Background: an optimization exercise with open tools, aiming at small area. Do not read the settings as production practice. In this exercise RTL edits were held to simulation tests only and were not proved equivalent to the original. No run shown here takes its clock network from TritonCTS; it comes from the design's own scripts or RTL. The clock input has no modelled driver; a real chip could not lean on it and would need a root buffer or a full tree. Power and IR drop assume default switching activity.

### design/flow/design.v
module packet2emesh #(parameter AW = 32,    
		      parameter PW = 104)   
   (
    input [PW-1:0]  packet_in,    
    output 	    write_in,     
    output [1:0]    datamode_in,  
    output [4:0]    ctrlmode_in,  
    output [AW-1:0] dstaddr_in,   
    output [AW-1:0] srcaddr_in,   
    output [AW-1:0] data_in       
    );
   assign write_in          = packet_in[0];
   assign datamode_in[1:0]  = packet_in[2:1];
   assign ctrlmode_in[4:0]  = packet_in[7:3];
   assign dstaddr_in[31:0]  = packet_in[39:8];
   assign data_in[31:0]     = packet_in[71:40];
   assign srcaddr_in[31:0]  = packet_in[103:72];
endmodule  
module emesh2packet #(parameter AW = 32,    
		      parameter PW = 104)   
   (
    input 	    write_out,     
    input [1:0]     datamode_out,  
    input [4:0]     ctrlmode_out,  
    input [AW-1:0]  dstaddr_out,   
    input [AW-1:0]  data_out,      
    input [AW-1:0]  srcaddr_out,   
    output [PW-1:0] packet_out     
    );
   assign packet_out[0]      = write_out;
   assign packet_out[2:1]    = datamode_out[1:0];
   assign packet_out[7:3]    = ctrlmode_out[4:0];
   assign packet_out[39:8]   = dstaddr_out[31:0];
   assign packet_out[71:40]  = data_out[31:0];
   assign packet_out[103:72] = srcaddr_out[31:0];
endmodule  
module esaxi ( 
   wr_access, wr_packet, rd_access, rd_packet, rr_wait, s_axi_arready,
   s_axi_awready, s_axi_bid, s_axi_bresp, s_axi_bvalid, s_axi_rid,
   s_axi_rdata, s_axi_rlast, s_axi_rresp, s_axi_rvalid, s_axi_wready,
   wr_wait, rd_wait, rr_access, rr_packet, s_axi_aclk, s_axi_aresetn,
   s_axi_arid, s_axi_araddr, s_axi_arburst, s_axi_arcache,
   s_axi_arlock, s_axi_arlen, s_axi_arprot, s_axi_arqos, s_axi_arsize,
   s_axi_arvalid, s_axi_awid, s_axi_awaddr, s_axi_awburst,
   s_axi_awcache, s_axi_awlock, s_axi_awlen, s_axi_awprot,
   s_axi_awqos, s_axi_awsize, s_axi_awvalid, s_axi_bready,
   s_axi_rready, s_axi_wid, s_axi_wdata, s_axi_wlast, s_axi_wstrb,
   s_axi_wvalid
   );
   parameter          S_IDW               = 12;
   parameter          PW                  = 104;
   parameter [AW-1:0] RETURN_ADDR         = 0;
   parameter          AW                  = 32;
   parameter          DW                  = 32;
   output 	   wr_access;   
   output [PW-1:0] wr_packet;
   input 	   wr_wait;
   output 	   rd_access;   
   output [PW-1:0] rd_packet;
   input 	   rd_wait;
   input 	   rr_access;         
   input [PW-1:0]  rr_packet;
   output 	   rr_wait;
   input 	  s_axi_aclk;
   input 	  s_axi_aresetn;
   input [S_IDW-1:0] s_axi_arid;     
   input [31:0]    s_axi_araddr;
   input [1:0] 	   s_axi_arburst;
   input [3:0] 	   s_axi_arcache;
   input  	   s_axi_arlock;
   input [7:0] 	   s_axi_arlen;
   input [2:0] 	   s_axi_arprot;
   input [3:0] 	   s_axi_arqos;
   output 	   s_axi_arready;
   input [2:0] 	   s_axi_arsize;
   input 	   s_axi_arvalid;
   input [S_IDW-1:0] s_axi_awid;     
   input [31:0]    s_axi_awaddr;
   input [1:0] 	   s_axi_awburst;
   input [3:0] 	   s_axi_awcache;
   input  	   s_axi_awlock;
   input [7:0] 	   s_axi_awlen;
   input [2:0] 	   s_axi_awprot;
   input [3:0] 	   s_axi_awqos;   
   input [2:0] 	   s_axi_awsize;
   input 	   s_axi_awvalid;
   output 	   s_axi_awready;
   output [S_IDW-1:0] s_axi_bid;     
   output [1:0]     s_axi_bresp;
   output 	    s_axi_bvalid;
   input 	    s_axi_bready;
   output [S_IDW-1:0] s_axi_rid;     
   output [31:0]      s_axi_rdata;
   output 	      s_axi_rlast;   
   output [1:0]       s_axi_rresp;
   output 	      s_axi_rvalid;
   input 	      s_axi_rready;
   input [S_IDW-1:0]  s_axi_wid;     
   input [31:0]       s_axi_wdata;
   input 	      s_axi_wlast;   
   input [3:0] 	      s_axi_wstrb;
   input 	      s_axi_wvalid;
   output 	      s_axi_wready;
   reg 		      s_axi_awready;
   reg 		      s_axi_wready;
   reg 		      s_axi_bvalid;
   reg 		      s_axi_arready;
   reg 		      s_axi_rvalid;
   reg [31:0] 	      s_axi_rdata;
   reg 		      rresp_err;
   reg [S_IDW-1:0]    s_axi_rid;
   reg [S_IDW-1:0]    axi_bid;
   reg 		      wr_access;
   reg 		      rd_access;
   reg 		      write_active;
   reg 		      b_wait;
   reg 		      pre_wr_en;
   reg 		      read_active;
   reg 		      rd_next;       
   wire 	      aw_fire      = s_axi_awready & s_axi_awvalid;
   wire 	      w_fire       = s_axi_wready  & s_axi_wvalid;
   wire 	      last_wr_beat = w_fire & s_axi_wlast;
   wire 	      ar_fire      = s_axi_arready & s_axi_arvalid;
   wire 	      r_fire       = s_axi_rvalid  & s_axi_rready;
   wire 	      last_rd_beat = r_fire & s_axi_rlast;
   always @(posedge s_axi_aclk)
     if (~s_axi_aresetn)
       begin
	  s_axi_awready <= 1'b1;
	  write_active  <= 1'b0;
	  s_axi_wready  <= 1'b0;
	  s_axi_bvalid  <= 1'b0;
	  b_wait        <= 1'b0;
	  pre_wr_en     <= 1'b0;
	  wr_access     <= 1'b0;
       end
     else
       begin
	  if (~s_axi_awready & ~write_active & ~b_wait)
	    s_axi_awready <= 1'b1;
	  else if (s_axi_awvalid)
	    s_axi_awready <= 1'b0;
	  if (aw_fire)
	    write_active <= 1'b1;
	  else if (last_wr_beat)
	    write_active <= 1'b0;
	  if (last_wr_beat)
	    s_axi_wready <= 1'b0;
	  else if (write_active)
	    s_axi_wready <= ~wr_wait;
	  if (last_wr_beat)
	    begin
	       s_axi_bvalid <= 1'b1;
	       b_wait       <= ~s_axi_bready;
	    end
	  else if (s_axi_bready & s_axi_bvalid)
	    begin
	       s_axi_bvalid <= 1'b0;
	       b_wait       <= 1'b0;
	    end
	  pre_wr_en <= w_fire;
	  wr_access <= pre_wr_en;
       end
   assign s_axi_bid   = axi_bid;
   assign s_axi_bresp = 2'b00;
   reg [31:2] 	      wr_addr;
   reg [1:0] 	      wr_size;
   reg 		      wr_incr;
   wire [31:2] 	      wr_carry;
   wire [31:2] 	      wr_addr_inc;
   assign wr_carry[2] = wr_access & wr_incr;
   genvar 	      gi;
   generate
      for (gi = 2; gi < 32; gi = gi + 1) begin : g_wr_inc
	 assign wr_addr_inc[gi] = wr_addr[gi] ^ wr_carry[gi];
	 if (gi < 31) begin : g_c
	    assign wr_carry[gi+1] = wr_carry[gi] & wr_addr[gi];
	 end
      end
   endgenerate
   always @(posedge s_axi_aclk)
     begin
	if (aw_fire)
	  axi_bid <= s_axi_awid;
	if (s_axi_awready)
	  begin
	     wr_size <= s_axi_awsize[1:0];
	     wr_incr <= (s_axi_awburst == 2'b01);
	  end
	wr_addr <= s_axi_awready ? s_axi_awaddr[31:2] : wr_addr_inc;
     end
   reg [31:0] 	      wr_data_reg, wr_data;
   reg [1:0] 	      wr_lane_reg, wr_lane;
   wire 	      ln0 = s_axi_wstrb[0];
   wire 	      ln1 = ~s_axi_wstrb[0] & s_axi_wstrb[1];
   wire 	      ln2 = ~s_axi_wstrb[0] & ~s_axi_wstrb[1] & s_axi_wstrb[2];
   wire 	      ln3 = ~s_axi_wstrb[0] & ~s_axi_wstrb[1] & ~s_axi_wstrb[2];
   wire [7:0] 	      wb0 = s_axi_wdata[7:0];
   wire [7:0] 	      wb1 = s_axi_wdata[15:8];
   wire [7:0] 	      wb2 = s_axi_wdata[23:16];
   wire [7:0] 	      wb3 = s_axi_wdata[31:24];
   always @(posedge s_axi_aclk)
     begin
	wr_data_reg[7:0]   <= ({8{ln0}} & wb0) | ({8{ln1}} & wb1) |
			      ({8{ln2}} & wb2) | ({8{ln3}} & wb3);
	wr_data_reg[15:8]  <= ({8{ln0}} & wb1) | ({8{ln1}} & wb2) |
			      ({8{ln2}} & wb3);
	wr_data_reg[23:16] <= ({8{ln0}} & wb2) | ({8{ln1}} & wb3);
	wr_data_reg[31:24] <= ({8{ln0}} & wb3);
	wr_lane_reg        <= {ln2 | ln3, ln1 | ln3};
	wr_data <= wr_data_reg;
	wr_lane <= wr_lane_reg;
     end
   emesh2packet e2p_wr (
		     .packet_out	(wr_packet[PW-1:0]),
		     .write_out		(1'b1),
		     .datamode_out	(wr_size[1:0]),
		     .ctrlmode_out	(5'b0),
		     .dstaddr_out	({wr_addr[31:2], wr_lane[1:0]}),
		     .data_out		(wr_data[DW-1:0]),
		     .srcaddr_out	(32'b0)
		     );
   reg [31:0] 	      rd_addr;
   reg [1:0] 	      rd_size;
   reg [7:0] 	      rd_len;
   always @(posedge s_axi_aclk)
     if (~s_axi_aresetn)
       begin
	  s_axi_arready <= 1'b0;
	  read_active   <= 1'b0;
	  rd_next       <= 1'b0;
	  rd_access     <= 1'b0;
       end
     else
       begin
	  if (~s_axi_arready & ~read_active)
	    s_axi_arready <= 1'b1;
	  else if (s_axi_arvalid)
	    s_axi_arready <= 1'b0;
	  if (ar_fire)
	    read_active <= 1'b1;
	  else if (last_rd_beat)
	    read_active <= 1'b0;
	  rd_next   <= ar_fire | (r_fire & ~s_axi_rlast);
	  rd_access <= rd_next;
       end
   wire 	      rd_incr = r_fire & (s_axi_arburst == 2'b01);
   wire [31:2] 	      rd_carry;
   wire [31:2] 	      rd_addr_inc;
   wire [7:0] 	      rd_borrow;
   wire [7:0] 	      rd_len_dec;
   assign rd_carry[2]  = rd_incr;
   assign rd_borrow[0] = r_fire;
   generate
      for (gi = 2; gi < 32; gi = gi + 1) begin : g_rd_inc
	 assign rd_addr_inc[gi] = rd_addr[gi] ^ rd_carry[gi];
	 if (gi < 31) begin : g_c
	    assign rd_carry[gi+1] = rd_carry[gi] & rd_addr[gi];
	 end
      end
      for (gi = 0; gi < 8; gi = gi + 1) begin : g_rd_dec
	 assign rd_len_dec[gi] = rd_len[gi] ^ rd_borrow[gi];
	 if (gi < 7) begin : g_b
	    assign rd_borrow[gi+1] = rd_borrow[gi] & ~rd_len[gi];
	 end
      end
   endgenerate
   always @(posedge s_axi_aclk)
     begin
	if (s_axi_arready)
	  begin
	     rd_size   <= s_axi_arsize[1:0];
	     s_axi_rid <= s_axi_arid;
	  end
	rd_addr[31:2] <= s_axi_arready ? s_axi_araddr[31:2] : rd_addr_inc;
	rd_addr[1:0]  <= s_axi_arready ? s_axi_araddr[1:0] :
			 rd_addr[1:0] & {2{~rd_incr}};
	rd_len        <= s_axi_arready ? s_axi_arlen : rd_len_dec;
     end
   assign s_axi_rlast = ~(|rd_len);
   emesh2packet e2p_rd (
		     .packet_out	(rd_packet[PW-1:0]),
		     .write_out		(1'b0),
		     .datamode_out	(rd_size[1:0]),
		     .ctrlmode_out	(5'b0),
		     .dstaddr_out	(rd_addr[AW-1:0]),
		     .data_out		(32'b0),
		     .srcaddr_out	(RETURN_ADDR)
		     );
   wire [DW-1:0]      rr_data;
   reg 		      tmo_armed;
   reg 		      tmo_expired;
   packet2emesh p2e_rr (
			  .write_in		(),
			  .datamode_in		(),
			  .ctrlmode_in		(),
			  .dstaddr_in		(),
			  .data_in		(rr_data[DW-1:0]),
			  .srcaddr_in		(),
			  .packet_in		(rr_packet[PW-1:0])
			  );
   assign rr_wait = 1'b0;
   wire 	      rr_return_access = rr_access | tmo_expired;
   wire [31:0] 	      rr_return_data   = tmo_expired ? 32'hDEADBEEF : rr_data;
   always @(posedge s_axi_aclk)
     if (~s_axi_aresetn)
       s_axi_rvalid <= 1'b0;
     else if (rr_return_access)
       s_axi_rvalid <= 1'b1;
     else if (s_axi_rready)
       s_axi_rvalid <= 1'b0;
   reg [31:0] 	      rr_fmt;
   always @(*)
     case (rd_size)
       2'b00:   rr_fmt = {4{rr_return_data[7:0]}};
       2'b01:   rr_fmt = {2{rr_return_data[15:0]}};
       default: rr_fmt = rr_return_data;
     endcase
   wire [16:0] 	      tmo_count = s_axi_rdata[16:0];
   wire 	      tmo_zero  = &tmo_count;
   always @(posedge s_axi_aclk)
     if (~s_axi_rvalid)
       begin
	  rresp_err          <= tmo_expired;
	  s_axi_rdata[31:17] <= rr_fmt[31:17];
	  if (rr_return_access)
	    s_axi_rdata[16:0] <= rr_fmt[16:0];
	  else if (tmo_armed)
	    s_axi_rdata[16:0] <= {tmo_count[15:0], tmo_count[16] ^ tmo_count[13]};
	  else
	    s_axi_rdata[16:0] <= 17'h001FC;
       end
   assign s_axi_rresp = {rresp_err, 1'b0};
   always @(posedge s_axi_aclk)
     if (~s_axi_aresetn)
       begin
	  tmo_armed   <= 1'b0;
	  tmo_expired <= 1'b0;
       end
     else
       begin
	  tmo_armed   <= tmo_armed ? (~rr_access & ~tmo_zero) :
			 (~tmo_expired & ar_fire);
	  tmo_expired <= tmo_armed & ~rr_access & tmo_zero;
       end
endmodule  
### design/flow/flow/run.sh
#!/bin/bash
# Standard ORFS layout (bash standard.sh) with these changes to how the layout is made:
#  - synthesis is synth_recipe.tcl unchanged, except that Yosys's abc call maps
#    the logic with flow/area.abc (an area-oriented ABC script);
#  - port buffers use the smallest buffer cell (buf_1);
#  - constant outputs keep the one tie cell per value that synthesis made
#    (no repair_tie_fanout);
#  - the clock tree is built by flow/cts_manual.tcl (a PRE_CTS hook): groups of
#    at most MY_CTS_MAX_SINKS flip-flops, one leaf buffer per group, one root
#    buffer; the rest of the CTS step (legalisation, timing repair) is ORFS's.
set -euo pipefail
here=$(pwd)
export FLOW_SYNTH_TCL="$here/synth_recipe.tcl"
export MY_ABC_SCRIPT="$here/flow/area.abc"
export BUFFER_PORTS_ARGS="-buffer_cell sky130_fd_sc_hd__buf_1"
export SKIP_REPAIR_TIE_FANOUT=1
export PRE_CTS_TCL="$here/flow/cts_manual.tcl"
export MY_CTS_CLOCK=s_axi_aclk
export MY_CTS_LEAF=sky130_fd_sc_hd__clkbuf_8
export MY_CTS_ROOT=sky130_fd_sc_hd__clkbuf_8
export MY_CTS_MAX_SINKS=${MY_CTS_MAX_SINKS:-18}
bash standard.sh SYNTH_SCRIPT="$here/flow/synth_wrap.tcl" finish > standard_flow.log 2>&1
### design/flow/flow/area.abc
strash
dch
amap
topo
### design/flow/flow/cts_manual.tcl
# PRE_CTS hook: build a two-level clock tree by hand, then make the
# clock_tree_synthesis call in cts.tcl a no-op. The flip-flops are split into
# compact groups of at most MY_CTS_MAX_SINKS (recursive cuts across the longer
# side at the sink count's proportion); each group gets a leaf buffer at its
# centre, and one root buffer at the centre of the leaves drives all leaves
# from the clock port.
set cts_max_sinks $::env(MY_CTS_MAX_SINKS)
set db [ord::get_db]
set block [ord::get_db_block]
set leaf_master [$db findMaster $::env(MY_CTS_LEAF)]
set root_master [$db findMaster $::env(MY_CTS_ROOT)]
set clk_net [$block findNet $::env(MY_CTS_CLOCK)]

set sinks {}
foreach it [$clk_net getITerms] {
  set bb [[$it getInst] getBBox]
  lappend sinks [list $it [expr {([$bb xMin] + [$bb xMax]) / 2}] [expr {([$bb yMin] + [$bb yMax]) / 2}]]
}

proc cts_split { sinks maxs } {
  set n [llength $sinks]
  if { $n <= $maxs } { return [list $sinks] }
  set k [expr {($n + $maxs - 1) / $maxs}]
  set k1 [expr {$k / 2}]
  set xs [lmap s $sinks {lindex $s 1}]
  set ys [lmap s $sinks {lindex $s 2}]
  set w [expr {[tcl::mathfunc::max {*}$xs] - [tcl::mathfunc::min {*}$xs]}]
  set h [expr {[tcl::mathfunc::max {*}$ys] - [tcl::mathfunc::min {*}$ys]}]
  set axis [expr {$w >= $h ? 1 : 2}]
  set sorted [lsort -integer -index $axis $sinks]
  set n1 [expr {int(round(double($n) * $k1 / $k))}]
  return [concat [cts_split [lrange $sorted 0 [expr {$n1 - 1}]] $maxs] \
                 [cts_split [lrange $sorted $n1 end] $maxs]]
}

proc cts_place { inst cx cy } {
  set m [$inst getMaster]
  $inst setLocation [expr {$cx - [$m getWidth] / 2}] [expr {$cy - [$m getHeight] / 2}]
  $inst setPlacementStatus PLACED
}

set groups [cts_split $sinks $cts_max_sinks]
set root_net [odb::dbNet_create $block "clknet_root"]
$root_net setSigType CLOCK
set i 0
set lx 0
set ly 0
foreach g $groups {
  set cx 0
  set cy 0
  foreach s $g {
    set cx [expr {$cx + [lindex $s 1]}]
    set cy [expr {$cy + [lindex $s 2]}]
  }
  set cx [expr {$cx / [llength $g]}]
  set cy [expr {$cy / [llength $g]}]
  set lx [expr {$lx + $cx}]
  set ly [expr {$ly + $cy}]
  set leaf [odb::dbInst_create $block $leaf_master "clkbuf_leaf_$i"]
  cts_place $leaf $cx $cy
  set net [odb::dbNet_create $block "clknet_leaf_$i"]
  $net setSigType CLOCK
  foreach s $g {
    set it [lindex $s 0]
    $it disconnect
    $it connect $net
  }
  [$leaf findITerm X] connect $net
  [$leaf findITerm A] connect $root_net
  puts "manual CTS: leaf $i with [llength $g] sinks at ($cx, $cy)"
  incr i
}
set root [odb::dbInst_create $block $root_master "clkbuf_root"]
cts_place $root [expr {$lx / $i}] [expr {$ly / $i}]
[$root findITerm X] connect $root_net
[$root findITerm A] connect $clk_net
$clk_net setSigType CLOCK
puts "manual CTS: $i leaves, root at ([expr {$lx / $i}], [expr {$ly / $i}])"

global_connect
set_propagated_clock [all_clocks]

proc clock_tree_synthesis { args } {
  puts "clock_tree_synthesis skipped: the clock tree was built by cts_manual.tcl"
}
### design/flow/flow/synth_wrap.tcl
proc abc {args} {
  set i [lsearch -exact $args -script]
  if {$i >= 0 && [info exists ::env(MY_ABC_SCRIPT)] && $::env(MY_ABC_SCRIPT) ne ""} {
    lset args [expr {$i + 1}] $::env(MY_ABC_SCRIPT)
  }
  yosys abc {*}$args
}
source $::env(FLOW_SYNTH_TCL)
### design/flow/standard.sh
#!/bin/bash
# synth_recipe.tcl (not shown) runs the flow's synth.tcl, then flattens the netlist and writes it again
# the make line also repeats each setting of config.mk as NAME=value (left out here)
make -C /OpenROAD-flow-scripts/flow DESIGN_CONFIG=/design/flow/config.mk WORK_HOME=/design/flow/orfs CLKGATE_MAP_FILE= SYNTH_SCRIPT=/design/flow/synth_recipe.tcl "${@:-finish}"
### design/flow/config.mk
export PLATFORM = sky130hd
export DESIGN_NAME = esaxi
export DESIGN_NICKNAME = esaxi
export VERILOG_FILES = /design/flow/design.v
export SDC_FILE = /design/flow/constraint.sdc
export NUM_CORES = 4
export LEC_CHECK = 0
export ABC_AREA = 1
export CAP_MARGIN = 20
export CORE_MARGIN = 2
export CORE_UTILIZATION = 25
export PLACE_DENSITY = 0.85
export SLEW_MARGIN = 20
### design/flow/constraint.sdc
create_clock -name core_clock -period 10.0 [get_ports {s_axi_aclk}]
set_input_delay 2.0000 -clock core_clock [delete_from_list [all_inputs] [get_ports {s_axi_aclk}]]
set_output_delay 2.0000 -clock core_clock [all_outputs]
set_load 0.01 [all_outputs]
==> results_dict.tcl, run 1 <==
set metrics [dict create \
    core_area_um2 33400 \
    p_leak_nw 3.74 \
    synth-edff-count 62 \
    core.rowCount 67 \
    place_ws_ns 1.25 \
    final_common_cell "buf_1" \
    dieArea_um2 35200 \
    irDropWorstVdd_uv 134 \
    setup_viol 0 \
    slew_viol_final 0 \
    relSlewSlack 0.370 \
    cp_slowest_cell "ha_1" \
    fin_worst_skew_ns 0.0207 \
    io_buffers 343 \
    clk_transition_reported_paths_ns 0.11 \
    clk_latency_ns 0.51 \
    dp_hpwl_um 18600 \
    outcome "finished clean" \
    grt_usage 0.125 \
    start_util 0.253 \
    final_cell_mix "buf_1 (343), dfxtp_1 (151), ha_1 (65)" \
    drive_above_1_share 0.0206 \
    rsz0062_at_grt "no" \
    grt_pass1_vias 6359 \
    max_freq_mhz 124 \
    start_kind "primary input" \
    hold_violations 0 \
    dpl_cell_area_um2 9490 \
    ys_types 33 \
    syn_area_um2 8440 \
    crit_fanout 4 \
    hp-class "flop to flop" \
    cts_hold_buf 0 \
    crit_family "adder cells" \
    whs_ns 0.333 \
    setup_slack_ns 1.91 \
    worstPathRequired_ns 10.40 \
    cp-end-kind "flop" \
    synth_nets 1089 \
    via_per_inst 4.46 \
    grt_overflow_total 0 \
    finalWeightedCongestion 0.905 \
    first_iter_violations 235 \
    antenna_found_initial 2 \
    dr.pass1.iters 5 \
    p_per_area_nw_per_um2 174 \
    finalCritPeriodShare 0.809 \
    cts_resized 0 \
    critPathKind "primary input to flop" \
    syn_to_final_growth_pct 14.6 \
    ys_ff_latch 214 \
    antenna_left 0 \
    fp.dieW_um 188 \
    min_period_ns 8.09 \
    largest_reg_flops 64 \
    final_nets 1340 \
    cts_setup_buffers 0 \
    grt_max_degree 112 \
    grt_pass1_wl_um 35100 \
    routed_wl_um 23800 \
    avgSynthCellArea_um2 11.7 \
    reg2reg_slack_ns 2.72 \
    wire_per_inst_um 16.7 \
    vias 6348 \
    final_cells 1422 \
    finish.instance_area_um2 9670 \
    drc_errors 0 \
    tightest_slew_ns 0.944 \
    drv_cap 0 \
    die_h_um 188 \
    critPathArrivalTime_ns 8.49 \
    io-pin-count 578 \
    yosys_warnings 1 \
    critPathMaxStageDelay_ns 0.26 \
    seq_area_frac_synth 0.581 \
    placedCellCount 1407 \
    synthArstFlopShare 0 \
    path_buf_inv 1 \
    synth-main-ff-cell "dfxtp_1" \
    cp_common_cell "ha_1" \
    synthCells 723 \
    tns_ns 0 \
]
## Yosys cell counts, drive strengths merged (8+ instances only)
| cell type | n | share of area |
|---|---|---|
| a21oi | 19 | 0.011 |
| edfxtp | 62 | 0.22 |
| buf | 113 | 0.10 |
| nor2 | 63 | 0.028 |
| o21ai | 26 | 0.015 |
| clkinv | 49 | 0.022 |
| o221ai | 8 | 0.0083 |
| nand2 | 31 | 0.014 |
| a22o | 58 | 0.060 |
| dfxtp | 152 | 0.36 |
| ha | 65 | 0.096 |
| o22ai | 20 | 0.015 |
## kinds of logic (layout without fill, tap and decap cells)
kind of cell,Yosys count,after routing,share of synthesized area
fa+ha+maj,65,65,0.0964
simple gates,117,117,0.0575
other cells,2,4,0.000890
compound gates,163,163,0.142
buf+inv,162,411,0.122
flops,214,214,0.581
## path summary, 6_finish.rpt
kind                        start          end  cells past startpoint
setup / recovery     s_axi_rready  rd_addr[31]                     36
hold / removal    wr_data_reg[30]  wr_data[30]                      0
setup reg to reg     s_axi_rvalid  rd_addr[31]                     37
hold reg to reg   wr_data_reg[30]  wr_data[30]                      0
## worst reg2reg max path: cells and delay by family, from the launching register on
kind                       cells  cell delay [ns]
adders and majority gates     29             5.66
and+or+nand+nor                4             0.57
buffers and inverters          2             0.43
DFF                            1             0.34
AOI/OAI and AO/OA              2             0.20
## cell type report
cell class	instances	area [um^2]
multi-input combinational	347	2500
timing repair buffer	349	1330
fill	3431	23700
antenna	2	5.00
buffer	13	179
sequential	214	4910
inverter	49	184
tap	448	561
## power breakdown
group          leakage (nW)  switching (mW)  internal (mW)
sequential             1.89          0.0435          0.984
clock                0.0935           0.256          0.117
combinational          1.76           0.181          0.101
total                  3.74           0.481           1.20
## per-layer routing
| layer | part of all wire | GRT usage | vias up |
|---|---|---|---|
| met3 | 0.091 | 0.0283 | 68 |
| met5 | 0 | 0 | - |
| met4 | 0.050 | 0.0572 | 0 |
| met2 | 0.49 | 0.229 | 374 |
| li1 | - | - | 2968 |
| met1 | 0.37 | 0.138 | 2938 |
## metrics by stage
step	power [mW]	util
after floorplan	1.23	-
after global placement	1.32	0.284
after detailed placement	1.33	0.284
after CTS	1.71	0.290
after global routing	1.77	0.290
final	1.68	0.290
==> run 2: changes to the inputs <==
--- a/design/flow/flow/run.sh
+++ b/design/flow/flow/run.sh
@@ -18,5 +18,6 @@
 export MY_CTS_CLOCK=s_axi_aclk
 export MY_CTS_LEAF=sky130_fd_sc_hd__clkbuf_8
 export MY_CTS_ROOT=sky130_fd_sc_hd__clkbuf_8
-export MY_CTS_MAX_SINKS=${MY_CTS_MAX_SINKS:-18}
+export MY_CTS_MAX_SINKS=${MY_CTS_MAX_SINKS:-24}
+export MY_CTS_MAX_HP_UM=${MY_CTS_MAX_HP_UM:-60}
 bash standard.sh SYNTH_SCRIPT="$here/flow/synth_wrap.tcl" finish > standard_flow.log 2>&1
--- a/design/flow/flow/cts_manual.tcl
+++ b/design/flow/flow/cts_manual.tcl
@@ -1,6 +1,7 @@
 # PRE_CTS hook: build a two-level clock tree by hand, then make the
 # clock_tree_synthesis call in cts.tcl a no-op. The flip-flops are split into
-# compact groups of at most MY_CTS_MAX_SINKS (recursive cuts across the longer
+# compact groups of at most MY_CTS_MAX_SINKS within a bounding box of at most
+# MY_CTS_MAX_HP_UM half-perimeter (recursive cuts across the longer
 # side at the sink count's proportion); each group gets a leaf buffer at its
 # centre, and one root buffer at the centre of the leaves drives all leaves
 # from the clock port.
@@ -17,20 +18,20 @@
   lappend sinks [list $it [expr {([$bb xMin] + [$bb xMax]) / 2}] [expr {([$bb yMin] + [$bb yMax]) / 2}]]
 }
 
-proc cts_split { sinks maxs } {
+proc cts_split { sinks maxs maxhp } {
   set n [llength $sinks]
-  if { $n <= $maxs } { return [list $sinks] }
-  set k [expr {($n + $maxs - 1) / $maxs}]
-  set k1 [expr {$k / 2}]
   set xs [lmap s $sinks {lindex $s 1}]
   set ys [lmap s $sinks {lindex $s 2}]
   set w [expr {[tcl::mathfunc::max {*}$xs] - [tcl::mathfunc::min {*}$xs]}]
   set h [expr {[tcl::mathfunc::max {*}$ys] - [tcl::mathfunc::min {*}$ys]}]
+  if { $n <= $maxs && $w + $h <= $maxhp } { return [list $sinks] }
+  set k [expr {max(2, ($n + $maxs - 1) / $maxs)}]
+  set k1 [expr {$k / 2}]
   set axis [expr {$w >= $h ? 1 : 2}]
   set sorted [lsort -integer -index $axis $sinks]
   set n1 [expr {int(round(double($n) * $k1 / $k))}]
-  return [concat [cts_split [lrange $sorted 0 [expr {$n1 - 1}]] $maxs] \
-                 [cts_split [lrange $sorted $n1 end] $maxs]]
+  return [concat [cts_split [lrange $sorted 0 [expr {$n1 - 1}]] $maxs $maxhp] \
+                 [cts_split [lrange $sorted $n1 end] $maxs $maxhp]]
 }
 
 proc cts_place { inst cx cy } {
@@ -39,7 +40,8 @@
   $inst setPlacementStatus PLACED
 }
 
-set groups [cts_split $sinks $cts_max_sinks]
+set cts_max_hp [expr {int($::env(MY_CTS_MAX_HP_UM) * [$block getDbUnitsPerMicron])}]
+set groups [cts_split $sinks $cts_max_sinks $cts_max_hp]
 set root_net [odb::dbNet_create $block "clknet_root"]
 $root_net setSigType CLOCK
 set i 0
@@ -67,7 +69,10 @@
   }
   [$leaf findITerm X] connect $net
   [$leaf findITerm A] connect $root_net
-  puts "manual CTS: leaf $i with [llength $g] sinks at ($cx, $cy)"
+  set gx [lmap s $g {lindex $s 1}]
+  set gy [lmap s $g {lindex $s 2}]
+  set hp [expr {([tcl::mathfunc::max {*}$gx] - [tcl::mathfunc::min {*}$gx] + [tcl::mathfunc::max {*}$gy] - [tcl::mathfunc::min {*}$gy]) / 1000.0}]
+  puts "manual CTS: leaf $i with [llength $g] sinks at ($cx, $cy), half-perimeter $hp um"
   incr i
 }
 set root [odb::dbInst_create $block $root_master "clkbuf_root"]
==> run 2 against run 1 <==
- die area stayed put
- power is 8.1% higher
- setup slack better by 0.14 ns
- maximum frequency is 1.7% higher
- highest routed layer unchanged
- clock skew up 0.035 ns
- sequential share of layout area shrank 0.91 points
- still clean on timing, DRC and antenna
- synthesized area unchanged
- synthesized cell count unchanged
==> results_dict.tcl, run 2 <==
set metrics [dict create \
    tightest_slew_ns 0.956 \
    drive_above_1_share 0.0335 \
    cts_setup_buffers 0 \
    post-synth-top-area-fraction 0.361 \
    yosys_warnings 1 \
    synthArstFlopShare 0 \
    core_area_um2 33400 \
    clk_transition_reported_paths_ns 0.08 \
    postLayoutCoreUtil 0.295 \
    vias 6436 \
    ys_ff_latch 214 \
    slew_viol_final 0 \
    final-seq-area_um2 4910 \
    grt_pass1_vias 6441 \
    finalCritPeriodShare 0.795 \
    dp_hpwl_um 18600 \
    die_h_um 188 \
    dieArea_um2 35200 \
    synth_top_family_by_area "compound AO/OA/AOI/OAI gates" \
    seq_area_frac_synth 0.581 \
    rsz0062_at_grt "no" \
    antenna_left 0 \
    io_buffers 343 \
    ys_types 33 \
    synth_common_cells "dfxtp_1 (152), buf_4 (113), ha_1 (65)" \
    cp-end-kind "flop" \
    synth_area_leaders "dfxtp_1 (36%), edfxtp_1 (22%), buf_4 (10%), ha_1 (9.6%), a22o_1 (6.0%)" \
    irDropWorstVdd_uv 114 \
    min_period_ns 7.95 \
    avgSynthCellArea_um2 11.7 \
    cts_resized 0 \
    outcome "finished clean" \
    final_common_cell "buf_1" \
    antenna_found_initial 1 \
    yosys.area_share.adder 0.0964 \
    cts_hold_buf 0 \
    critPathMaxStageDelay_ns 0.27 \
    synth_compound_area_frac 0.142 \
    finalWeightedCongestion 0.905 \
    setup_viol 0 \
    cp_slowest_cell "ha_1" \
    max_freq_mhz 126 \
    relSlewSlack 0.362 \
    grt_overflow_total 0 \
    final_nets 1353 \
    grt_max_degree 112 \
    total_power_mw 1.82 \
    dr.pass1.iters 7 \
    drc_errors 0 \
    crit_fanout 4 \
    yosysTopAreaCell "dfxtp_1" \
    drv_cap 0 \
    synth_nets 1089 \
    fillers 3406 \
    via_per_inst 4.49 \
    synthCells 723 \
    io-pin-count 578 \
    critPathArrivalTime_ns 8.45 \
    clk_latency_ns 0.61 \
    start_util 0.253 \
    p_leak_nw 3.84 \
    synth_xor_area_frac 0 \
    syn_area_um2 8440 \
    start_kind "primary input" \
    wire_per_inst_um 16.7 \
    synthMuxAreaShare 0 \
    grt_pass1_wl_um 35200 \
    hp-class "flop to flop" \
    yosys.area_share.simple 0.0575 \
    fp.dieW_um 188 \
    cp_common_cell "ha_1" \
    first_iter_violations 316 \
    grt_usage 0.125 \
    synth_most_common_cell "dfxtp_1" \
    hold_violations 0 \
    tns_ns 0 \
    worstPathRequired_ns 10.51 \
    syn_to_final_growth_pct 16.7 \
    largest_reg_flops 64 \
    p_per_area_nw_per_um2 185 \
    fin_worst_skew_ns 0.0557 \
    final_cell_mix "buf_1 (343), dfxtp_1 (151), ha_1 (65)" \
    synth-main-ff-cell "dfxtp_1" \
    synth-edff-count 62 \
    routed_wl_um 23900 \
    multiInputGateArea_um2 2500 \
    critPathKind "primary input to flop" \
    core.rowCount 67 \
]
## run 2: cell counts after synthesis
No cell type changed its count.
## run 2: final timing paths
kind                                       from           to  slack (ns)  cells past startpoint
worst max-delay path               s_axi_rready  rd_addr[31]        2.05                     36
worst min-delay path            wr_data_reg[29]  wr_data[29]        0.31                      0
worst max register to register     s_axi_rvalid  rd_addr[31]        2.77                     37
worst min register to register  wr_data_reg[29]  wr_data[29]        0.31                      0
## run 2: final cells by class
cell class / instances / share of cell area
multi-input cells: 347 / 0.254
plain buffers: 26 / 0.0363
inverters: 49 / 0.0187
flip-flops and latches: 214 / 0.498
repair buffers: 349 / 0.135
well taps: 448 / 0.0569
diodes: 1 / 0.000254
## run 2: critical path, delay by kind of cell
family | cells | cell delay (ns)
AND/OR/NAND/NOR | 4 | 0.53
adder cells (fa/ha/maj) | 29 | 5.63
buffers and inverters | 1 | 0.10
AO/OA/AOI/OAI | 2 | 0.20
## run 2: metal layers
metal	routed length (um)	GRT usage
met3	2330	0.0318
met5	0	0
met2	11700	0.228
met1	8760	0.137
met4	1130	0.0545
## run 2: where the power goes
group,internal [mW],switching (mW)
sequential,0.985,0.0432
clock,0.226,0.283
combinational,0.101,0.180
total,1.31,0.507
## run 2: cells by family (layout without fill, tap and decap cells)
kind of cell | count (synthesis) | after routing
fa+ha+maj | 65 | 65
flops | 214 | 214
buf+inv | 162 | 424
simple gates | 117 | 117
compound gates | 163 | 163
other cells | 2 | 3
## run 2: stage by stage
stage	setup WS, ns	area (um^2)	cells	hold WS, ns
final	2.05	9850	1434	0.310
after global routing	1.65	9850	1434	0.325
after CTS	1.90	9840	1433	0.309
after detailed placement	1.25	9490	1407	0.312
after global placement	1.34	9490	1407	0.311
after floorplan	2.33	8440	723	0.310
==> run 3: changes to the inputs <==
--- a/design/flow/flow/run.sh
+++ b/design/flow/flow/run.sh
@@ -18,6 +18,6 @@
 export MY_CTS_CLOCK=s_axi_aclk
 export MY_CTS_LEAF=sky130_fd_sc_hd__clkbuf_8
 export MY_CTS_ROOT=sky130_fd_sc_hd__clkbuf_8
-export MY_CTS_MAX_SINKS=${MY_CTS_MAX_SINKS:-24}
+export MY_CTS_MAX_SINKS=${MY_CTS_MAX_SINKS:-20}
 export MY_CTS_MAX_HP_UM=${MY_CTS_MAX_HP_UM:-60}
 bash standard.sh SYNTH_SCRIPT="$here/flow/synth_wrap.tcl" finish > standard_flow.log 2>&1
==> run 3 against run 2 <==
- register-to-register slack lost 0.04 ns
- cell count grew 0.63%
- hold slack lost 0.021 ns
- largest cell class unchanged
- critical path depth is the same
- synthesized cell count is the same
- critical path type unchanged
- power grew 4.4%
- still clean on timing, DRC and antenna
- sequential share of layout area shrank 0.56 points
- largest power group unchanged
- via count grew 0.76%
- flip-flop and latch count is the same
- setup slack lost 0.0069 ns
- utilization grew 0.34 points
- clock skew grew 0.0081 ns
==> results_dict.tcl, run 3 <==
set metrics [dict create \
    outcome "finished clean" \
    drive_above_1_share 0.0413 \
    hp-start "wr_data_reg[15]" \
    start_util 0.253 \
    synth-edff-count 62 \
    drc_errors 0 \
    postLayoutCoreUtil 0.298 \
    syn_to_final_growth_pct 18.0 \
    cts_hold_buf 0 \
    post-synth-top-area-fraction 0.361 \
    grt_overflow_total 0 \
    syn_area_um2 8440 \
    relSlewSlack 0.360 \
    hp-class "flop to flop" \
    die_h_um 188 \
    final_common_cell "buf_1" \
    cp_common_cell "ha_1" \
    first_iter_violations 307 \
    start_kind "primary input" \
    dieArea_um2 35200 \
    io_buffers 343 \
    yosysTopAreaCell "dfxtp_1" \
    clk_transition_reported_paths_ns 0.11 \
    grt_pass1_wl_um 35500 \
    p_per_area_nw_per_um2 191 \
    synth_nets 1089 \
    dr.pass1.iters 5 \
    place_ws_ns 1.25 \
    largest_reg_flops 64 \
    hold_violations 0 \
    critPathKind "primary input to flop" \
    vias 6485 \
    io-pin-count 578 \
    synth_area_leaders "dfxtp_1 (36%), edfxtp_1 (22%), buf_4 (10%), ha_1 (9.6%), a22o_1 (6.0%)" \
    cts_resized 0 \
    cp_slowest_cell "ha_1" \
    grt_usage 0.126 \
    synth_common_cells "dfxtp_1 (152), buf_4 (113), ha_1 (65)" \
    synthCells 723 \
    cp-end-kind "flop" \
    fillers 3399 \
    min_period_ns 7.95 \
    slew_viol_final 0 \
    rsz0062_at_grt "no" \
    crit_fanout 4 \
    fin_worst_skew_ns 0.0638 \
    ys_types 33 \
    ys_ff_latch 214 \
    routed_wl_um 23900 \
    cts_setup_buffers 0 \
    antenna_found_initial 2 \
    antenna_left 0 \
    irDropWorstVdd_uv 133 \
    final_nets 1361 \
    grt_pass1_vias 6526 \
    tns_ns 0 \
    setup_slack_ns 2.05 \
    critPathMaxStageDelay_ns 0.26 \
    avgSynthCellArea_um2 11.7 \
    clk_latency_ns 0.66 \
    finalCritPeriodShare 0.795 \
    critPathArrivalTime_ns 8.50 \
    total_power_mw 1.90 \
    wire_per_inst_um 16.6 \
    drv_cap 0 \
    core_area_um2 33400 \
    tightest_slew_ns 0.959 \
    max_freq_mhz 126 \
    synthArstFlopShare 0 \
    synth_most_common_cell "dfxtp_1" \
    p_leak_nw 3.89 \
    r2r_cells 37 \
    final_cell_mix "buf_1 (343), dfxtp_1 (151), ha_1 (65)" \
    fp.dieW_um 188 \
    finalWeightedCongestion 0.905 \
    final-seq-area_um2 4910 \
    core.rowCount 67 \
    final_cells 1443 \
    multiInputGateArea_um2 2500 \
    startpoint "s_axi_rready" \
    hold_depth 0 \
    yosys_warnings 1 \
    synth-main-ff-cell "dfxtp_1" \
    grt_max_degree 112 \
    via_per_inst 4.49 \
    setup_viol 0 \
    placedCellCount 1407 \
    worstReg2RegStart "s_axi_rvalid" \
    worstPathRequired_ns 10.55 \
    dp_hpwl_um 18600 \
    seq_area_frac_synth 0.581 \
]
-- run 3: final timing paths --
check                                    to  slack (ns)
worst max register to register  rd_addr[31]        2.73
worst min register to register  wr_data[15]        0.29
worst max-delay path            rd_addr[31]        2.05
worst min-delay path            wr_data[15]        0.29
-- run 3: stage by stage --
step | hold WS, ns | area, um^2
after floorplan | 0.310 | 8440
after detailed placement | 0.312 | 9490
after global placement | 0.311 | 9490
after CTS | 0.285 | 9950
final | 0.288 | 9960
after global routing | 0.281 | 9960
-- run 3: layer usage --
layer	part of all wire	vias to the layer above	track usage	wire, um
li1	-	3013	-	-
met1	0.37	3013	0.139	8890
met2	0.48	389	0.223	11600
met3	0.094	70	0.0313	2240
met4	0.050	0	0.0669	1200
met5	0	-	0	0
-- run 3: cell families (layout without fill, tap and decap cells) --
family                   Yosys count  in the layout  share of synthesized area
buffers and inverters            162            432                      0.122
AO/OA/AOI/OAI                    163            163                      0.142
AND/OR/NAND/NOR                  117            117                     0.0575
adder cells (fa/ha/maj)           65             65                     0.0964
flip-flops                       214            214                      0.581
other                              2              4                   0.000890
-- run 3: power by group --
part / switching (mW) / internal, mW
clock network: 0.294 / 0.293
registers: 0.0429 / 0.986
logic: 0.181 / 0.101
total: 0.518 / 1.38
-- run 3: final cells by class --
class | instances | area share
timing repair buffer | 349 | 0.134
sequential | 214 | 0.493
buffer | 34 | 0.0470
inverter | 49 | 0.0185
tap | 448 | 0.0563
antenna | 2 | 0.000503
multi-input combinational | 347 | 0.251
-- run 3: worst max-delay path: cells and delay by family --
family / cells / cell delay (ns)
fa+ha+maj: 29 / 5.67
simple gates: 4 / 0.54
compound gates: 2 / 0.20
buf+inv: 1 / 0.10
==> run 4: changes to the inputs <==
--- a/design/flow/flow/run.sh
+++ b/design/flow/flow/run.sh
@@ -18,6 +18,6 @@
 export MY_CTS_CLOCK=s_axi_aclk
 export MY_CTS_LEAF=sky130_fd_sc_hd__clkbuf_8
 export MY_CTS_ROOT=sky130_fd_sc_hd__clkbuf_8
-export MY_CTS_MAX_SINKS=${MY_CTS_MAX_SINKS:-20}
-export MY_CTS_MAX_HP_UM=${MY_CTS_MAX_HP_UM:-60}
+export MY_CTS_MAX_SINKS=${MY_CTS_MAX_SINKS:-18}
+export MY_CTS_MAX_HP_UM=${MY_CTS_MAX_HP_UM:-1000}
 bash standard.sh SYNTH_SCRIPT="$here/flow/synth_wrap.tcl" finish > standard_flow.log 2>&1
--- a/design/flow/config.mk
+++ b/design/flow/config.mk
@@ -9,5 +9,7 @@
 export CAP_MARGIN = 20
 export CORE_MARGIN = 2
 export CORE_UTILIZATION = 25
+export GPL_ROUTABILITY_DRIVEN = 0
+export GPL_TIMING_DRIVEN = 0
 export PLACE_DENSITY = 0.85
 export SLEW_MARGIN = 20
==> run 4 against run 3 <==
- still clean on timing, DRC and antenna
- combinational power increased by about 10%
- synthesized cell count unchanged
- maximum frequency decreased by 1.4%
- critical path type unchanged
- critical endpoint unchanged
- largest power group unchanged
==> results_dict.tcl, run 4 <==
set metrics [dict create \
    grt_pass1_vias 6613 \
    irDropWorstVdd_uv 121 \
    final_nets 1449 \
    wire_per_inst_um 15.9 \
    io_buffers 343 \
    setup_viol 0 \
    fp.dieW_um 188 \
    synth_common_cells "dfxtp_1 (152), buf_4 (113), ha_1 (65)" \
    crit_fanout 4 \
    grt_usage 0.128 \
    yosys_warnings 1 \
    outcome "finished clean" \
    synthArstFlopShare 0 \
    relSlewSlack 0.308 \
    synth_nets 1089 \
    grt_pass1_wl_um 36300 \
    synth-main-ff-cell "dfxtp_1" \
    tightest_slew_ns 1.04 \
    dr.pass1.iters 5 \
    fin_worst_skew_ns 0.0145 \
    tns_ns 0 \
    io-pin-count 578 \
    start_util 0.253 \
    ys_types 33 \
    worstPathRequired_ns 10.40 \
    final_cell_mix "buf_1 (343), dfxtp_1 (150), buf_4 (113)" \
    cp-end-kind "flop" \
    post-synth-top-area-fraction 0.361 \
    min_period_ns 8.07 \
    core.rowCount 67 \
    yosysTopAreaCell "dfxtp_1" \
    largest_reg_flops 64 \
    dpl_cell_area_um2 10300 \
    path_buf_inv 1 \
    antenna_left 0 \
    drive_above_1_share 0.121 \
    crit_family "adder cells" \
    routed_wl_um 24400 \
    via_per_inst 4.39 \
    cts_hold_buf 0 \
    place_ws_ns 1.29 \
    cp_slowest_cell "ha_1" \
    setup_slack_ns 1.93 \
    max_freq_mhz 124 \
    drv_cap 0 \
    syn_to_final_growth_pct 24.7 \
    rsz0062_at_grt "no" \
    seq_area_frac_synth 0.581 \
    antenna_found_initial 1 \
    slew_viol_final 0 \
    cts_resized 0 \
    vias 6723 \
    synth-edff-count 62 \
    syn_area_um2 8440 \
    fillers 3412 \
    drc_errors 0 \
    cp_common_cell "ha_1" \
    cts_setup_buffers 0 \
    final_common_cell "buf_1" \
    hp-class "flop to flop" \
    dieArea_um2 35200 \
    critPathMaxStageDelay_ns 0.31 \
    hold_violations 0 \
    grt_overflow_total 0 \
    start_kind "primary input" \
    core_area_um2 33400 \
    grt_max_degree 112 \
    synth_most_common_cell "dfxtp_1" \
    synthCells 723 \
    first_iter_violations 282 \
    dp_hpwl_um 19300 \
    finish.instance_area_um2 10500 \
    p_leak_nw 4.35 \
    die_h_um 188 \
    avgSynthCellArea_um2 11.7 \
    critPathKind "primary input to flop" \
    finalCritPeriodShare 0.807 \
    synth_area_leaders "dfxtp_1 (36%), edfxtp_1 (22%), buf_4 (10%), ha_1 (9.6%), a22o_1 (6.0%)" \
    ys_ff_latch 214 \
    p_per_area_nw_per_um2 163 \
    critPathArrivalTime_ns 8.47 \
    postLayoutCoreUtil 0.315 \
    clk_transition_reported_paths_ns 0.11 \
    clk_latency_ns 0.49 \
]
[run 4: final timing paths]
path                   startpoint     endpoint  slack [ns]  cells past startpoint
setup / recovery     s_axi_rready  rd_addr[31]        1.93                     36
hold / removal    wr_data_reg[20]  wr_data[20]        0.33                      0
setup reg to reg     s_axi_rvalid  rd_addr[31]        2.86                     36
hold reg to reg   wr_data_reg[20]  wr_data[20]        0.33                      0
[run 4: metal layers]
metal / GRT usage / wire length [um]
met4: 0.0318 / 552
met1: 0.149 / 9320
met2: 0.242 / 12500
met3: 0.0223 / 1980
met5: 0 / 0
[run 4: area by class of cell]
cell class,instances,area [um^2],share of cell area
diodes,1,2.50,0.000238
plain buffers,126,1030,0.0976
inverters,49,185,0.0176
multi-input cells,347,2500,0.238
flip-flops and latches,214,4910,0.467
well taps,448,561,0.0533
repair buffers,345,1340,0.127
[run 4: kinds of logic (layout without fill, tap and decap cells)]
logic type	Yosys count	after routing	share of synthesized area
AOI/OAI and AO/OA	163	163	0.142
DFF	214	214	0.581
adders and majority gates	65	65	0.0964
other	2	3	0.000890
and+or+nand+nor	117	117	0.0575
buffers and inverters	162	520	0.122
[run 4: report_power, final]
| group | leakage [nW] | switching (mW) | total, mW | internal (mW) |
|---|---|---|---|---|
| clock | 0.0935 | 0.254 | 0.371 | 0.117 |
| combinational | 2.37 | 0.182 | 0.311 | 0.129 |
| sequential | 1.89 | 0.0496 | 1.03 | 0.984 |
| total | 4.35 | 0.485 | 1.71 | 1.23 |
[run 4: stage by stage]
| stage | hold slack [ns] | power (mW) | instances |
|---|---|---|---|
| 2_1_floorplan | 0.310 | 1.23 | 723 |
| 3_3_place_gp | 0.311 | 1.35 | 1514 |
| 3_5_place_dp | 0.312 | 1.36 | 1516 |
| 4_1_cts | 0.337 | 1.74 | 1529 |
| 5_1_grt | 0.342 | 1.81 | 1530 |
| 6_report | 0.334 | 1.71 | 1530 |
[run 4: worst register-to-register path: cells and delay by family (launching register included)]
kind,cells,cell delay [ns]
adder cells (fa/ha/maj),29,5.59
AND/OR/NAND/NOR,4,0.59
buffers and inverters,1,0.32
flip-flops,1,0.34
AO/OA/AOI/OAI,2,0.21
==> run 5: changes to the inputs <==
--- a/design/flow/config.mk
+++ b/design/flow/config.mk
@@ -11,5 +11,5 @@
 export CORE_UTILIZATION = 25
 export GPL_ROUTABILITY_DRIVEN = 0
 export GPL_TIMING_DRIVEN = 0
-export PLACE_DENSITY = 0.85
+export PLACE_DENSITY = 0.95
 export SLEW_MARGIN = 20
==> run 5 against run 4 <==
- cell count is 0.20% lower
- critical path type unchanged
- combinational power is 4% lower
- synthesized cell count stayed put
- sequential share of layout area is 0.22 points higher
- sequential power hardly changed
- largest cell class unchanged
- power hardly changed
- utilization is 0.15 points lower
==> results_dict.tcl, run 5 <==
set metrics [dict create \
    final_cell_mix "buf_1 (343), dfxtp_1 (150), buf_4 (113)" \
    synthArstFlopShare 0 \
    core_area_um2 33400 \
    hp-class "flop to flop" \
    min_period_ns 7.97 \
    synth_most_common_cell "dfxtp_1" \
    clk_transition_reported_paths_ns 0.12 \
    avgSynthCellArea_um2 11.7 \
    synth_nets 1089 \
    cp-end-kind "flop" \
    worstReg2RegStart "s_axi_rvalid" \
    syn_to_final_growth_pct 24.1 \
    syn_area_um2 8440 \
    r2r_cells 36 \
    drive_above_1_share 0.120 \
    synth_common_cells "dfxtp_1 (152), buf_4 (113), ha_1 (65)" \
    synth_area_leaders "dfxtp_1 (36%), edfxtp_1 (22%), buf_4 (10%), ha_1 (9.6%), a22o_1 (6.0%)" \
    antenna_found_initial 2 \
    grt_max_degree 112 \
    start_util 0.253 \
    yosysTopAreaCell "dfxtp_1" \
    cp_common_cell "ha_1" \
    io_buffers 343 \
    finalCritPeriodShare 0.797 \
    first_iter_violations 363 \
    fp.dieW_um 188 \
    seq_area_frac_synth 0.581 \
    routed_wl_um 24100 \
    p_leak_nw 4.33 \
    tightest_slew_ns 1.03 \
    cts_setup_buffers 0 \
    vias 6884 \
    dieArea_um2 35200 \
    fin_worst_skew_ns 0.0205 \
    hold_depth 0 \
    cp_slowest_cell "ha_1" \
    core.rowCount 67 \
    postLayoutCoreUtil 0.314 \
    p_per_area_nw_per_um2 164 \
    die_h_um 188 \
    drv_cap 0 \
    synth-main-ff-cell "dfxtp_1" \
    ys_types 33 \
    ys_ff_latch 214 \
    outcome "finished clean" \
    slew_viol_final 0 \
    critPathArrivalTime_ns 8.36 \
    worstPathRequired_ns 10.40 \
    largest_reg_flops 64 \
    relSlewSlack 0.316 \
    grt_pass1_vias 6682 \
    hp-start "wr_data_reg[10]" \
    clk_latency_ns 0.50 \
    diodes 0 \
    grt_usage 0.125 \
    critPathMaxStageDelay_ns 0.27 \
    cts_hold_buf 0 \
    critPathKind "primary input to flop" \
    setup_viol 0 \
    final_common_cell "buf_1" \
    grt_overflow_total 0 \
    grt_pass1_wl_um 35800 \
    post-synth-top-area-fraction 0.361 \
    start_kind "primary input" \
    yosys_warnings 1 \
    hold_violations 0 \
    dr.pass1.iters 6 \
    antenna_left 0 \
    via_per_inst 4.51 \
    rsz0062_at_grt "no" \
    irDropWorstVdd_uv 130 \
    drc_errors 0 \
    crit_fanout 4 \
    synthCells 723 \
    io-pin-count 578 \
    tns_ns 0 \
    cts_resized 0 \
    wire_per_inst_um 15.8 \
    synth-edff-count 62 \
    dp_hpwl_um 18900 \
    startpoint "s_axi_rready" \
    final_nets 1447 \
    max_freq_mhz 125 \
]
==> run 5: cell counts after synthesis <==
Identical to the previous run, type by type.
==> run 5: routing by layer <==
layer | vias to the layer above | GRT usage | wire (um)
met5 | - | 0 | 0
li1 | 3180 | - | -
met4 | 0 | 0.0442 | 933
met1 | 3201 | 0.146 | 9130
met2 | 440 | 0.231 | 11900
met3 | 63 | 0.0217 | 2170
==> run 5: report_power, final <==
group / internal, mW / switching [mW] / total, mW / leakage (nW)
Combinational: 0.127 / 0.173 / 0.300 / 2.35
Sequential: 0.984 / 0.0549 / 1.04 / 1.89
Clock: 0.117 / 0.257 / 0.374 / 0.0935
==> run 5: final timing paths <==
kind                                     to  slack (ns)
worst max-delay path            rd_addr[31]        2.03
worst min-delay path            wr_data[10]        0.34
worst max register to register  rd_addr[31]        2.70
worst min register to register  wr_data[10]        0.34
==> run 5: worst max-delay path: cells and delay by family <==
kind,cells,cell delay [ns]
buffers and inverters,1,0.09
adder cells (fa/ha/maj),29,5.54
AO/OA/AOI/OAI,2,0.21
AND/OR/NAND/NOR,4,0.53
==> run 5: cell type report <==
class	instances	area, um^2
Sequential cell	214	4910
Multi-Input combinational cell	347	2500
Fill cell	3406	22900
Inverter	49	185
Timing Repair Buffer	343	1290
Tap cell	448	561
Buffer	126	1030
==> run 5: cell families (layout without fill, tap and decap cells) <==
group           count (synthesis)  count (layout)  share of synthesized area
compound gates                163             163                      0.142
simple gates                  117             117                     0.0575
buf+inv                       162             518                      0.122
other cells                     2               2                   0.000890
fa+ha+maj                      65              65                     0.0964
flops                         214             214                      0.581
==> run 5: metrics by stage <==
stage	total power, mW	setup WS (ns)	cell area, um^2	std cells	hold slack (ns)
finish	1.71	2.03	10500	1527	0.335
global route	1.80	1.71	10500	1527	0.344
CTS	1.74	1.96	10500	1527	0.337
detailed placement	1.36	1.37	10300	1514	0.312
global placement	1.34	1.49	10300	1514	0.312
floorplan	1.23	2.33	8440	723	0.310
==> run 6: changes to the inputs <==
--- a/design/flow/flow/run.sh
+++ b/design/flow/flow/run.sh
@@ -14,6 +14,7 @@
 export MY_ABC_SCRIPT="$here/flow/area.abc"
 export BUFFER_PORTS_ARGS="-buffer_cell sky130_fd_sc_hd__buf_1"
 export SKIP_REPAIR_TIE_FANOUT=1
+export PLACE_PINS_ARGS="${MY_PLACE_PINS_ARGS:--min_distance 1 -min_distance_in_tracks}"
 export PRE_CTS_TCL="$here/flow/cts_manual.tcl"
 export MY_CTS_CLOCK=s_axi_aclk
 export MY_CTS_LEAF=sky130_fd_sc_hd__clkbuf_8
--- a/design/flow/config.mk
+++ b/design/flow/config.mk
@@ -8,8 +8,6 @@
 export ABC_AREA = 1
 export CAP_MARGIN = 20
 export CORE_MARGIN = 2
-export CORE_UTILIZATION = 25
-export GPL_ROUTABILITY_DRIVEN = 0
-export GPL_TIMING_DRIVEN = 0
-export PLACE_DENSITY = 0.95
+export CORE_UTILIZATION = 45
+export PLACE_DENSITY = 0.85
 export SLEW_MARGIN = 20
==> run 6 against run 5 <==
- largest cell class unchanged
- first-iteration DRC count up 21%
- final area down 10%
- critical path type unchanged
- die area down 44%
==> results_dict.tcl, run 6 <==
set metrics [dict create \
    start_util 0.454 \
    io_buffers 343 \
    grt_usage 0.183 \
    ys_ff_latch 214 \
    synth_area_leaders "dfxtp_1 (36%), edfxtp_1 (22%), buf_4 (10%), ha_1 (9.6%), a22o_1 (6.0%)" \
    synth_top_family_by_area "compound AO/OA/AOI/OAI gates" \
    r2r_cells 36 \
    synth_xor_area_frac 0 \
    synth_common_cells "dfxtp_1 (152), buf_4 (113), ha_1 (65)" \
    drv_cap 0 \
    start_kind "primary input" \
    wire_per_inst_um 16.7 \
    grt_pass1_wl_um 30100 \
    hold_depth 0 \
    outcome "finished clean" \
    fillers 1677 \
    grt_pass1_vias 5900 \
    multiInputGateArea_um2 2500 \
    dp_hpwl_um 15000 \
    dieArea_um2 19900 \
    grt_max_degree 112 \
    synthArstFlopShare 0 \
    synth_compound_area_frac 0.142 \
    cts_resized 0 \
    cp-end-kind "flop" \
    synth_most_common_cell "dfxtp_1" \
    finish.instance_area_um2 9390 \
    tns_ns 0 \
    drc_errors 0 \
    dpl_cell_area_um2 9210 \
    drive_above_1_share 0.0196 \
    final_cell_mix "buf_1 (343), dfxtp_1 (151), ha_1 (65)" \
    largest_reg_flops 64 \
    crit_fanout 4 \
    p_leak_nw 3.74 \
    seq_area_frac_synth 0.581 \
    core_area_um2 18600 \
    yosysTopAreaCell "dfxtp_1" \
    irDropWorstVdd_uv 110 \
    clk_transition_reported_paths_ns 0.11 \
    core.rowCount 50 \
    diodes 0 \
    vias 6317 \
    synthMuxAreaShare 0 \
    placedCellCount 1192 \
    antenna_left 0 \
    worstPathRequired_ns 10.37 \
    finalCritPeriodShare 0.796 \
    first_iter_violations 441 \
    clk_latency_ns 0.47 \
    yosys.area_share.adder 0.0964 \
    syn_area_um2 8440 \
    grt_overflow_total 0 \
    relSlewSlack 0.371 \
    synthCells 723 \
    dr.pass1.iters 6 \
    synth_nets 1089 \
    synth-edff-count 62 \
    critPathArrivalTime_ns 8.33 \
    yosys.area_share.simple 0.0575 \
    cp_slowest_cell "ha_1" \
    reg2reg_slack_ns 3.39 \
    final_cells 1205 \
    hp-class "flop to flop" \
    critPathMaxStageDelay_ns 0.24 \
    routed_wl_um 20100 \
    cts_setup_buffers 0 \
    antenna_found_initial 0 \
    io-pin-count 578 \
    fin_worst_skew_ns 0.00948 \
    cp_common_cell "ha_1" \
    postLayoutCoreUtil 0.505 \
    via_per_inst 5.24 \
    die_h_um 141 \
    yosys_warnings 1 \
    post-synth-top-area-fraction 0.361 \
    critPathKind "primary input to flop" \
    cts_hold_buf 0 \
    synth-main-ff-cell "dfxtp_1" \
    hold_violations 0 \
    fp.dieW_um 141 \
    final-seq-area_um2 4910 \
    final_common_cell "buf_1" \
    rsz0062_at_grt "no" \
    min_period_ns 7.96 \
    avgSynthCellArea_um2 11.7 \
    finalWeightedCongestion 0.895 \
    syn_to_final_growth_pct 11.3 \
    ys_types 33 \
    setup_viol 0 \
    max_freq_mhz 126 \
    p_per_area_nw_per_um2 177 \
    slew_viol_final 0 \
    final_nets 1339 \
    tightest_slew_ns 0.940 \
]
run 6: cell counts after synthesis:
No cell type changed its count.
run 6: critical path: cells and delay by family:
family	cells	cell delay (ns)
simple gates	4	0.52
buf+inv	1	0.11
compound gates	2	0.20
fa+ha+maj	29	5.48
run 6: cell families (layout without fill, tap and decap cells):
kind of cell / after synthesis / count (layout)
and+or+nand+nor: 117 / 117
adders and majority gates: 65 / 65
buffers and inverters: 162 / 410
AOI/OAI and AO/OA: 163 / 163
other: 2 / 2
DFF: 214 / 214
run 6: stage by stage:
| stage | setup slack [ns] | total power [mW] | hold WS (ns) |
|---|---|---|---|
| global route | 1.79 | 1.75 | 0.346 |
| global placement | 1.57 | 1.30 | 0.310 |
| floorplan | 2.33 | 1.23 | 0.310 |
| detailed placement | 1.50 | 1.32 | 0.312 |
| finish | 2.04 | 1.67 | 0.332 |
| CTS | 1.99 | 1.68 | 0.333 |
run 6: final timing paths:
path,end,startpoint
hold / removal,wr_data[14],wr_data_reg[14]
setup reg to reg,rd_addr[31],s_axi_rvalid
hold reg to reg,wr_data[14],wr_data_reg[14]
setup / recovery,rd_addr[31],s_axi_rready
run 6: layout make-up:
class | instances | share of cell area
plain buffers | 13 | 0.0191
inverters | 49 | 0.0196
multi-input cells | 347 | 0.267
flip-flops and latches | 214 | 0.523
well taps | 234 | 0.0312
repair buffers | 348 | 0.141
run 6: where the power goes:
group	switching, mW	internal [mW]
Sequential	0.0407	0.984
Clock	0.250	0.117
Combinational	0.174	0.100
run 6: per-layer routing:
metal,global-route usage,up-vias,share of wire
li1,-,2960,-
met1,0.233,2919,0.39
met2,0.327,392,0.48
met3,0.0380,46,0.11
met4,0.0347,0,0.024
met5,0,-,0
==> run 7: changes to the inputs <==
--- a/design/flow/flow/run.sh
+++ b/design/flow/flow/run.sh
@@ -19,6 +19,6 @@
 export MY_CTS_CLOCK=s_axi_aclk
 export MY_CTS_LEAF=sky130_fd_sc_hd__clkbuf_8
 export MY_CTS_ROOT=sky130_fd_sc_hd__clkbuf_8
-export MY_CTS_MAX_SINKS=${MY_CTS_MAX_SINKS:-18}
+export MY_CTS_MAX_SINKS=${MY_CTS_MAX_SINKS:-22}
 export MY_CTS_MAX_HP_UM=${MY_CTS_MAX_HP_UM:-1000}
 bash standard.sh SYNTH_SCRIPT="$here/flow/synth_wrap.tcl" finish > standard_flow.log 2>&1
--- a/design/flow/config.mk
+++ b/design/flow/config.mk
@@ -8,6 +8,6 @@
 export ABC_AREA = 1
 export CAP_MARGIN = 20
 export CORE_MARGIN = 2
-export CORE_UTILIZATION = 45
+export CORE_UTILIZATION = 55
 export PLACE_DENSITY = 0.85
 export SLEW_MARGIN = 20
==> run 7 against run 6 <==
- via count about the same
- maximum frequency up 3.1%
- combinational power barely moved
- clock power is 8.2% lower
- synthesized cell count did not move
- hold slack better by 0.0053 ns
- die area is 18% lower
- final area fell by 0.99%
- wire length shrank 4.3%
==> results_dict.tcl, run 7 <==
set metrics [dict create \
    crit_cells 36 \
    setup_slack_ns 2.27 \
    grt_overflow_total 0 \
    synth_area_leaders "dfxtp_1 (36%), edfxtp_1 (22%), buf_4 (10%), ha_1 (9.6%), a22o_1 (6.0%)" \
    first_iter_violations 483 \
    cts_setup_buffers 0 \
    path_buf_inv 1 \
    hp-start "wr_data_reg[23]" \
    io_buffers 343 \
    avgSynthCellArea_um2 11.7 \
    start_util 0.559 \
    cts_hold_buf 0 \
    seq_area_frac_synth 0.581 \
    yosysTopAreaCell "dfxtp_1" \
    clk_latency_ns 0.44 \
    antenna_found_initial 0 \
    dpl_cell_area_um2 9150 \
    start_kind "primary input" \
    irDropWorstVdd_uv 152 \
    outcome "finished clean" \
    grt_pass1_vias 5807 \
    hp-class "flop to flop" \
    final-seq-area_um2 4910 \
    wire_per_inst_um 16.7 \
    place_ws_ns 1.76 \
    min_period_ns 7.73 \
    slew_viol_final 0 \
    fin_worst_skew_ns 0.0104 \
    worstPathRequired_ns 10.35 \
    synth-main-ff-cell "dfxtp_1" \
    finish.instance_area_um2 9300 \
    die_h_um 128 \
    grt_usage 0.218 \
    drive_above_1_share 0.0165 \
    multiInputGateArea_um2 2500 \
    dr.pass1.iters 6 \
    synthCells 723 \
    critPathKind "primary input to flop" \
    antenna_left 0 \
    post-synth-top-area-fraction 0.361 \
    worstReg2RegStart "s_axi_rvalid" \
    synthArstFlopShare 0 \
    critPathArrivalTime_ns 8.07 \
    ys_types 33 \
    p_leak_nw 3.72 \
    synth_nets 1089 \
    routed_wl_um 19200 \
    tns_ns 0 \
    postLayoutCoreUtil 0.616 \
    io-pin-count 578 \
    yosys_warnings 1 \
    cp_slowest_cell "ha_1" \
    crit_family "adder cells" \
    finalCritPeriodShare 0.773 \
    final_cell_mix "buf_1 (343), dfxtp_1 (151), ha_1 (65)" \
    dp_hpwl_um 14600 \
    hold_depth 0 \
    drv_cap 0 \
    r2r_cells 37 \
    dieArea_um2 16400 \
    ys_ff_latch 214 \
    grt_pass1_wl_um 29200 \
    clk_transition_reported_paths_ns 0.12 \
    via_per_inst 5.46 \
    syn_area_um2 8440 \
    cts_resized 0 \
    synth_most_common_cell "dfxtp_1" \
    largest_reg_flops 64 \
    core.rowCount 45 \
    core_area_um2 15100 \
    hold_violations 0 \
    reg2reg_slack_ns 3.12 \
    max_freq_mhz 129 \
    final_common_cell "buf_1" \
    p_per_area_nw_per_um2 176 \
    final_nets 1336 \
    drc_errors 0 \
    timing.rr.end "rd_addr[31]" \
    fillers 1245 \
    total_power_mw 1.63 \
    diodes 0 \
    cp_common_cell "ha_1" \
    tightest_slew_ns 0.976 \
    relSlewSlack 0.345 \
    synth_common_cells "dfxtp_1 (152), buf_4 (113), ha_1 (65)" \
    synth-edff-count 62 \
    finalWeightedCongestion 0.877 \
    setup_viol 0 \
    vias 6313 \
    fp.dieW_um 128 \
    critPathMaxStageDelay_ns 0.20 \
    cp-end-kind "flop" \
    crit_fanout 4 \
    grt_max_degree 112 \
    syn_to_final_growth_pct 10.2 \
    rsz0062_at_grt "no" \
    hold-path-endpoint "wr_data[23]" \
]
[run 7: cell counts after synthesis]
Identical to the previous run, type by type.
[run 7: worst max-delay path by stage]
stage | slack [ns] | to | from
after floorplan | 2.33 | rd_addr[31] | s_axi_rready
after global placement | 1.85 | rd_addr[31] | s_axi_rready
after detailed placement | 1.76 | rd_addr[31] | s_axi_rready
after CTS | 2.24 | rd_addr[31] | s_axi_rready
after global routing | 1.96 | rd_addr[31] | s_axi_rready
final | 2.27 | rd_addr[31] | s_axi_rready
[run 7: where the power goes]
group          internal (mW)  total [mW]  switching, mW  leakage, nW
Sequential             0.984        1.02         0.0390         1.89
Clock                  0.100       0.337          0.236       0.0791
Combinational          0.100       0.273          0.173         1.75
[run 7: metrics by stage]
stage,std cells,hold slack [ns]
2_1_floorplan,723,0.310
3_3_place_gp,1145,0.311
3_5_place_dp,1145,0.312
4_1_cts,1156,0.338
5_1_grt,1156,0.338
6_report,1156,0.337
[run 7: kinds of logic after synthesis]
logic type      synth area share
simple gates              0.0575
other cells             0.000890
flops                      0.581
compound gates             0.142
buf+inv                    0.122
fa+ha+maj                 0.0964
[run 7: layout make-up]
cell class,count,area share
Tap cell,188,0.0253
Buffer,11,0.0163
Timing Repair Buffer,347,0.142
Sequential cell,214,0.528
Inverter,49,0.0198
Multi-Input combinational cell,347,0.269
[run 7: routing by layer]
metal / up-vias / global-route usage / wire (um)
li1: 2963 / - / -
met2: 347 / 0.384 / 9410
met3: 55 / 0.0451 / 1810
met1: 2948 / 0.272 / 7340
met5: - / 0 / 0
met4: 0 / 0.0627 / 687

-- static timing again, ports no longer ideal --
How much do the figures lean on ideal ports? The routed layouts below were timed once more, with nothing changed but the port constraints.
Step 1 assumes that a clkbuf_16 drives the clock port and a buf_2 every other input.
Step 2 adds t to the input delays and takes it off the output delays; t is the mean of the earliest and latest rising clock arrival at the registers after step 1. Input paths then give back, and output paths get back, about the clock's delay inside the block.
Slacks: no drivers / after step 1 / after step 2; pairs: no drivers / after step 1.
run | t (ns) | setup WS [ns] | worst data-port slew with drivers (ns)
run 1 | 0.536 | 1.914 / 1.929 / 1.393 | 0.10
run 2 | 0.621 | 2.053 / 2.070 / 1.449 | 0.08
run 3 | 0.683 | 2.046 / 2.064 / 1.381 | 0.09
run 4 | 0.526 | 1.931 / 1.941 / 1.415 | 0.08
run 5 | 0.522 | 2.032 / 2.043 / 1.521 | 0.14
run 6 | 0.502 | 2.035 / 2.048 / 1.546 | 0.07
run 7 | 0.478 | 2.274 / 2.267 / 1.789 | 0.06
After both steps setup and hold are still met in every run listed. The setup slack of run 3, which loses most, moves by +0.018 ns with the drivers and by -0.665 ns with both steps.
